What follows belongs to an exercise in optimizing a design on an open flow for small area; a production flow would make more cautious choices.
Function was checked by simulation only, so behaviour that the tests miss may differ from the original.
The clock port is modelled as an ideal driver; clocking choices that lean on that would not hold on a real chip.
No activity file was given, so power comes from the tool's default toggle rates.

==> 04-16 <==
==> flow/design.v (excerpt) <==
module ppu(
	input wire clk,
	input wire rst,
	input wire sync,
	input wire [2:0] mode,
	input wire [7:0] data_i,
	input wire stb_i,
	output reg ack_i,
	output reg [7:0] data_o,
	output reg stb_o,
	input wire ack_o
);
function [11:0] radd;
	input [11:0] a;
	input [11:0] b;
	input        c;
	integer i;
	reg cy;
	begin
		cy = c;
		for (i = 0; i < 12; i = i + 1) begin
			radd[i] = a[i] ^ b[i] ^ cy;
			cy = (a[i] & b[i]) | (cy & (a[i] ^ b[i]));
		end
	end
endfunction
function [7:0] res79;
	input [11:0] x;
	reg [11:0] s, p, q;
	begin
		s = radd({6'b0, x[5:0]}, {6'b0, x[11:6]}, 1'b0);
		p = radd({9'b0, s[2:0]}, {9'b0, s[5:3]}, s[6]);
		q = radd({9'b0, s[2:0]}, {9'b0, ~s[5:3]}, s[6]);
		res79 = {q[3:0], p[3:0]};
	end
endfunction
function odd11;
	input [10:0] x;
	reg [11:0] e;
	reg k;
	begin
		e = radd({7'b0, x[4:0]}, {7'b0, ~x[9:5]}, x[10]);
		k = (e[5:0] >= 6'd9 && e[5:0] <= 6'd19) || (e[5:0] >= 6'd31 && e[5:0] <= 6'd41) || (e[5:0] >= 6'd53);
		odd11 = e[0] ^ k;
	end
endfunction
reg [19:0] ring_line;
reg [9:0] sx;
reg [9:0] sy;
reg frame_alternate;
reg frame_rise;       
reg frame_counter;
reg [9:0] pattern_counter;
wire sx_end = sx[9] & sx[8] & (&sx[4:0]);    
wire sy_end = sy[9] & sy[3] & sy[2];         
always @(posedge clk or negedge rst) begin
	if (!rst) begin
		sx <= 0;
		sy <= 0;
		frame_alternate <= 0;
		frame_rise <= 0;
	end else begin
		frame_rise <= !sync & sx_end & sy_end & !frame_alternate;
		if (sync) begin
  ...
Settings: LEC_CHECK=0, ABC_AREA=1, CAP_MARGIN=0, CORE_MARGIN=2, CORE_UTILIZATION=40, GPL_TIMING_DRIVEN=0, SLEW_MARGIN=0; clock period 40.0 ns.
standard.sh (not shown) runs the stock make flow with config.mk's settings and CLKGATE_MAP_FILE= SYNTH_SCRIPT=/design/flow/synth_recipe.tcl, a recipe that flattens the netlist after the stock synthesis.
==> flow/flow/run.sh <==
#!/bin/bash
# Standard ORFS layout (standard.sh) with these changes:
#  - after the standard synthesis, the combinational logic is mapped again with
#    a stronger ABC area script (flow/reopt.sh); flip-flops and full adders are
#    kept as they are, and the result is proven equivalent with yosys (equiv_*)
#    before it replaces the standard netlist;
#  - port buffers use the smallest buffer cell (buf_1);
#  - before clock tree synthesis, flow/clock_buffer.tcl drives the flip-flops
#    from four clkbuf_8 (one per quadrant of the sinks); CTS then only buffers
#    the clock port's net to those four buffers, with no dummy loads.
# Each tool's output goes to its own log file in this folder.
set -euo pipefail
export BUFFER_PORTS_ARGS="-buffer_cell sky130_fd_sc_hd__buf_1"
export CTS_ARGS="-clk_nets clk -repair_clock_nets -dont_use_dummy_load -buf_list sky130_fd_sc_hd__clkbuf_2"
export PRE_CTS_TCL="$PWD/flow/clock_buffer.tcl"
R=orfs/results/${FLOW_PLATFORM}/ppu/base
bash standard.sh synth > standard_synth.log 2>&1
cp $R/1_2_yosys.v standard_1_2_yosys.v
if bash flow/reopt.sh standard_1_2_yosys.v reopt_1_2_yosys.v reopt; then
  cp reopt_1_2_yosys.v $R/1_2_yosys.v
  echo "reopt: using re-mapped netlist" > reopt_status.log
else
  echo "reopt: failed, keeping the standard netlist" > reopt_status.log
fi
bash standard.sh > standard.log 2>&1
==> flow/flow/clock_buffer.tcl <==
# Before clock tree synthesis: split the clock sinks into four groups (halves
# by x, then each half by y) and drive each group from its own clock buffer
# placed at the group's centre; the clock port then feeds only those buffers.
set block [ord::get_db_block]
set db [ord::get_db]
set master [$db findMaster sky130_fd_sc_hd__clkbuf_8]
set clknet [$block findNet clk]
set sinks {}
foreach it [$clknet getITerms] {
  set loc [[$it getInst] getLocation]
  lappend sinks [list [lindex $loc 0] [lindex $loc 1] $it]
}
set sinks [lsort -integer -index 0 $sinks]
set n [llength $sinks]
set halves [list [lrange $sinks 0 [expr {$n / 2 - 1}]] [lrange $sinks [expr {$n / 2}] end]]
set groups {}
foreach h $halves {
  set h [lsort -integer -index 1 $h]
  set m [llength $h]
  lappend groups [lrange $h 0 [expr {$m / 2 - 1}]] [lrange $h [expr {$m / 2}] end]
}
set g 0
foreach grp $groups {
  set net [odb::dbNet_create $block clknet_g$g]
  $net setSigType CLOCK
  set buf [odb::dbInst_create $block $master clkbuf_g$g]
  set sx 0; set sy 0; set k 0
  foreach s $grp {
    set sx [expr {$sx + [lindex $s 0]}]
    set sy [expr {$sy + [lindex $s 1]}]
    incr k
    set it [lindex $s 2]
    $it disconnect
    $it connect $net
  }
  [$buf findITerm A] connect $clknet
  [$buf findITerm X] connect $net
  $buf setLocation [expr {$sx / $k}] [expr {$sy / $k}]
  $buf setPlacementStatus PLACED
  puts "clock_buffer.tcl: clkbuf_g$g drives $k clock sinks"
  incr g
}
==> flow/flow/reopt.abc <==
strash
dch -f
map -a
mfs2
strash
dch -f
map -a
mfs2
strash
dch -f
map -a
mfs2
strash
dch -f
map -a
mfs2
strash
dch -f
map -a
topo
Other scripts of this flow, unchanged in this note and not shown: flow/flow/dont_use.txt, flow/flow/reopt.sh
==> inputs of 05-11, as changes to 04-16 <==
--- a/flow/flow/run.sh
+++ b/flow/flow/run.sh
@@ -2,11 +2,12 @@
 # Standard ORFS layout (standard.sh) with these changes:
 #  - after the standard synthesis, the combinational logic is mapped again with
-#    a stronger ABC area script (flow/reopt.sh); flip-flops and full adders are
+#    a stronger ABC area script (flow/reopt.sh, flow/reopt.abc, which
+#    includes a 60-second &deepsyn run); flip-flops and full adders are
 #    kept as they are, and the result is proven equivalent with yosys (equiv_*)
 #    before it replaces the standard netlist;
 #  - port buffers use the smallest buffer cell (buf_1);
 #  - before clock tree synthesis, flow/clock_buffer.tcl drives the flip-flops
-#    from four clkbuf_8 (one per quadrant of the sinks); CTS then only buffers
-#    the clock port's net to those four buffers, with no dummy loads.
+#    from six clkbuf_8 (2 x 3 groups of the sinks by position); CTS then only
+#    buffers the clock port's net to those six buffers, with no dummy loads.
 # Each tool's output goes to its own log file in this folder.
 set -euo pipefail
--- a/flow/flow/clock_buffer.tcl
+++ b/flow/flow/clock_buffer.tcl
@@ -1,5 +1,7 @@
-# Before clock tree synthesis: split the clock sinks into four groups (halves
-# by x, then each half by y) and drive each group from its own clock buffer
-# placed at the group's centre; the clock port then feeds only those buffers.
+# Before clock tree synthesis: split the clock sinks into NX x NY groups by
+# position (columns by x, then rows by y within each column) and drive each
+# group from its own clkbuf_8 placed at the group's centre.
+set nx 2
+set ny 3
 set block [ord::get_db_block]
 set db [ord::get_db]
@@ -13,10 +15,12 @@
 set sinks [lsort -integer -index 0 $sinks]
 set n [llength $sinks]
-set halves [list [lrange $sinks 0 [expr {$n / 2 - 1}]] [lrange $sinks [expr {$n / 2}] end]]
 set groups {}
-foreach h $halves {
-  set h [lsort -integer -index 1 $h]
-  set m [llength $h]
-  lappend groups [lrange $h 0 [expr {$m / 2 - 1}]] [lrange $h [expr {$m / 2}] end]
+for {set i 0} {$i < $nx} {incr i} {
+  set col [lrange $sinks [expr {$i * $n / $nx}] [expr {($i + 1) * $n / $nx - 1}]]
+  set col [lsort -integer -index 1 $col]
+  set m [llength $col]
+  for {set j 0} {$j < $ny} {incr j} {
+    lappend groups [lrange $col [expr {$j * $m / $ny}] [expr {($j + 1) * $m / $ny - 1}]]
+  }
 }
 set g 0
==> flow/flow/reopt.abc (replaced) <==
strash
dch -f
map -a
mfs2
strash
&get -n
&deepsyn -T 60
&put
dch -f
map -a
mfs2
strash
dch -f
map -a
mfs2
strash
dch -f
map -a
topo
--- a/flow/config.mk
+++ b/flow/config.mk
@@ -7,7 +7,6 @@
 export LEC_CHECK = 0
 export ABC_AREA = 1
-export CAP_MARGIN = 0
+export CAP_MARGIN = 20
 export CORE_MARGIN = 2
 export CORE_UTILIZATION = 40
-export GPL_TIMING_DRIVEN = 0
-export SLEW_MARGIN = 0
+export SLEW_MARGIN = 20
==> impl_metrics.py <==
metrics = {
    "critical_path": {
        "crit_fanout": 11,
        "cp_num_buf_inv": 11,
        "regToRegStartpoint": "sy[3]",
    },
    "pwr": {
        "leakage_nw": 2.346,
    },
    "run_status": {
        "status": "finished clean",
    },
    "finish": {
        "inverters": 125,
        "utilization_pct": 44.11,
    },
    "placed_design": {
        "pre_cts_ws_ps": 21230,
        "dpl.cell_count": 917,
    },
    "worst_hold_path": {
        "hold_start": "sx[0]",
    },
    "global_routing": {
        "grt_first_pass_wirelength_mm": 24.94,
    },
}
-- figures above: 05-11

==> impl_metrics.py <==
metrics = {
    "finish": {
        "inverters": 129,
        "utilization_pct": 44.64,
        "nFillCells": 1438,
    },
    "timing": {
        "rsz0062_at_grt": "false",
    },
    "pwr": {
        "leakage_nw": 2.337,
        "switchingPower_mw": 0.3007,
    },
    "run_status": {
        "status": "finished clean",
    },
    "drt": {
        "wl_per_cell_um": 16.53,
    },
    "critical_path": {
        "regToRegStartpoint": "sx[3]",
        "crit_fanout": 15,
        "cp_num_buf_inv": 8,
    },
    "placed_design": {
        "pre_cts_ws_ps": 21190,
    },
    "clocking": {
        "cts_buffers": 3,
    },
    "global_routing": {
        "met2_usage_pct": 34.97,
        "grt_max_degree": 39,
        "grt_first_pass_wirelength_mm": 26.18,
    },
}
-- figures above: 04-16

-- port drivers added, routing unchanged --
No port has a modelled driver above. Below, the same layouts with a new extraction and two added sets of constraints. Step 1: set_driving_cell puts a clkbuf_16 on clk and a buf_2 on each other input, an assumption about the parent block. Step 2 adds t to the input delays and takes it off the output delays; t is the mean of the earliest and latest rising clock arrival at the registers after step 1. Input paths then give back, and output paths get back, about the clock's delay inside the block. Slacks: ideal ports / drivers / drivers and shift; pairs: ideal ports / drivers.
run | shift t [ns] | slack for setup (ns) | hold slack, ns | latest minus earliest clock arrival (ns)
04-16 | 0.484 | 21.472 / 21.479 / 20.994 | 0.499 / 0.499 / 0.499 | 0.031 / 0.031
05-11 | 0.566 | 21.705 / 21.710 / 21.144 | 0.496 / 0.496 / 0.496 | 0.030 / 0.030
After both steps setup and hold are still met in every run listed. For 05-11, which loses most, drivers alone change the setup slack by +0.005 ns; drivers and shift together by -0.561 ns.
